Context: an optimization exercise on an open-source flow, tuned for small area, a short achievable clock period and few clock cycles per item. The choices shown serve that exercise and are no tape-out recipe.
In this exercise RTL edits were held to simulation tests only and were not proved equivalent to the original.

// circ
module circ(clk, reset, pushin, Xin, Rin, pushout, Yout);
  input clk, reset, pushin;
  input [23:0] Xin, Rin;
  output pushout;
  output [23:0] Yout;
  reg [4:0] v;
  always @(posedge clk or posedge reset)
    if (reset) v <= 0;
    else v <= {v[3:0], pushin};
  assign pushout = v[4];
  reg [23:0] X, Rn;
  always @(posedge clk) begin X <= Xin; Rn <= ~Rin; end
  wire p1 = ~Rn[0];
  wire p2 = ~X[0];
  wire p3 = ~(Rn[0] | Rn[1]);
  wire p4 = ~(X[0] & X[1]);
  wire p5 = ~Rn[1];
  wire p6 = ~X[1];
  wire p7 = ~(Rn[0] | Rn[2]);
  wire p8 = ~(X[0] & X[2]);
  wire p9 = ~(Rn[0] | Rn[3]);
  wire p10 = ~(X[0] & X[3]);
  wire p11 = ~(Rn[1] | Rn[2]);
  wire p12 = ~(X[1] & X[2]);
  wire p13 = ~Rn[2];
  wire p14 = ~X[2];
  wire p15 = ~(Rn[0] | Rn[4]);
  wire p16 = ~(X[0] & X[4]);
  wire p17 = ~(Rn[1] | Rn[3]);
  wire p18 = ~(X[1] & X[3]);
  wire p19 = ~(Rn[0] | Rn[5]);
  wire p20 = ~(X[0] & X[5]);
  wire p21 = ~(Rn[1] | Rn[4]);
  wire p22 = ~(X[1] & X[4]);
  wire p23 = ~(Rn[2] | Rn[3]);
  wire p24 = ~(X[2] & X[3]);
  wire p25 = ~Rn[3];
  wire p26 = ~X[3];
  wire p27 = ~(Rn[0] | Rn[6]);
  wire p28 = ~(X[0] & X[6]);
  wire p29 = ~(Rn[1] | Rn[5]);
  wire p30 = ~(X[1] & X[5]);
  wire p31 = ~(Rn[2] | Rn[4]);
  wire p32 = ~(X[2] & X[4]);
  wire p33 = ~(Rn[0] | Rn[7]);
  wire p34 = ~(X[0] & X[7]);
  wire p35 = ~(Rn[1] | Rn[6]);
  wire p36 = ~(X[1] & X[6]);
  wire p37 = ~(Rn[2] | Rn[5]);
  wire p38 = ~(X[2] & X[5]);
  wire p39 = ~(Rn[3] | Rn[4]);
  wire p40 = ~(X[3] & X[4]);
  wire p41 = ~Rn[4];
  wire p42 = ~X[4];
  wire p43 = ~(Rn[0] | Rn[8]);
  wire p44 = ~(X[0] & X[8]);
  wire p45 = ~(Rn[1] | Rn[7]);
  wire p46 = ~(X[1] & X[7]);
  wire p47 = ~(Rn[2] | Rn[6]);
  wire p48 = ~(X[2] & X[6]);
  wire p49 = ~(Rn[3] | Rn[5]);
  wire p50 = ~(X[3] & X[5]);
  wire p51 = ~(Rn[0] | Rn[9]);
  wire p52 = ~(X[0] & X[9]);
  wire p53 = ~(Rn[1] | Rn[8]);
  wire p54 = ~(X[1] & X[8]);
  wire p55 = ~(Rn[2] | Rn[7]);
  wire p56 = ~(X[2] & X[7]);
  wire p57 = ~(Rn[3] | Rn[6]);
  wire p58 = ~(X[3] & X[6]);
  wire p59 = ~(Rn[4] | Rn[5]);
  wire p60 = ~(X[4] & X[5]);
  wire p61 = ~Rn[5];
  wire p62 = ~X[5];
  wire p63 = ~(Rn[0] | Rn[10]);
  wire p64 = ~(X[0] & X[10]);
  ...
Size: ~4000 cells after synthesis, ~220 flip-flops, ~76 I/O pins, ~0.034 mm² of cells after synthesis.
export LEC_CHECK = 0
export ABC_AREA = 1
export CAP_MARGIN = 20
export CORE_MARGIN = 2
export CORE_UTILIZATION = 65
export CTS_BUF_LIST = sky130_fd_sc_hd__clkbuf_8 sky130_fd_sc_hd__clkbuf_16
export CTS_CLUSTER_DIAMETER = 100
export CTS_CLUSTER_SIZE = 30
export SLEW_MARGIN = 20
export SYNTH_HIERARCHICAL = 1
export SYNTH_MINIMUM_KEEP_SIZE = 0
create_clock -name core_clock -period 80.0 [get_ports {clk}]
standard.sh (not shown) runs the stock make flow with config.mk's settings and CLKGATE_MAP_FILE= SYNTH_SCRIPT=/design/flow/synth_recipe.tcl, a recipe that flattens the netlist after the stock synthesis.
==> flow/flow/run.sh <==
#!/bin/bash
# Own flow: the standard layout (standard.sh, unchanged synthesis and steps),
# except that the port buffers that ORFS's buffer_ports inserts on every input
# and output are sky130_fd_sc_hd__buf_2 cells instead of the default choice.
# All of make's output goes to standard.log in the work folder; each ORFS step
# keeps its own log under orfs/logs/.
set -euo pipefail
export BUFFER_PORTS_ARGS="-buffer_cell sky130_fd_sc_hd__buf_2"
bash standard.sh finish > standard.log 2>&1
The starting point completed without violations.
Testbench counts at the start, summed over its fixed seeds: cycles 160,040, items 160,000.
Rerun with:
Settings changed: CTS_BUF_LIST sky130_fd_sc_hd__clkbuf_8 sky130_fd_sc_hd__clkbuf_16 to not set, CTS_CLUSTER_DIAMETER 100 to 120, CTS_CLUSTER_SIZE 30 to 34.
Utilization barely changes.
Sequential cell count stays the same.
Routed wire length stays flat.
Rerun with:
==> flow/flow/run.sh (replaced) <==
#!/bin/bash
# Own flow: the standard layout (standard.sh: unchanged synthesis and steps),
# except that the port buffers that ORFS's buffer_ports inserts on every input
# and output are sky130_fd_sc_hd__buf_2 cells, and clock tree synthesis gets
# explicit arguments. All of make's output goes to standard.log in the work
# folder; each ORFS step keeps its own log under orfs/logs/.
set -euo pipefail
export BUFFER_PORTS_ARGS="-buffer_cell sky130_fd_sc_hd__buf_2"
export CTS_ARGS="-sink_clustering_enable -repair_clock_nets -sink_clustering_size 30 -sink_clustering_max_diameter 100 -sink_clustering_levels 1"
bash standard.sh finish > standard.log 2>&1
Settings changed: CTS_CLUSTER_DIAMETER 120 to 100, CTS_CLUSTER_SIZE 34 to 30.
Effect: Critical path depth does not change. Wire length barely changes. Die area is unchanged.

what the ideal ports hide:
How much do the figures lean on ideal ports? The routed layouts below were timed once more, with nothing changed but the port constraints.
Step 1: set_driving_cell puts a clkbuf_16 on clk and a buf_2 on each other input, an assumption about the parent block.
Step 2 also shifts input and output timing later by t, the mid clock arrival at the registers, as if the neighbouring blocks saw the same clock.
Slacks: no drivers / after step 1 / after step 2; pairs: no drivers / after step 1.
| run | shift t [ns] | setup slack, ns | slew at the worst register clock pin (ns) |
|---|---|---|---|
| the first run | 0.585 | 62.994 / 62.930 / 63.515 | 0.10 / 0.10 |
| the second run | 0.587 | 62.956 / 62.897 / 63.484 | 0.12 / 0.12 |
| the third run | 0.585 | 62.994 / 62.930 / 63.515 | 0.10 / 0.10 |
After both steps setup and hold are still met in every run listed.
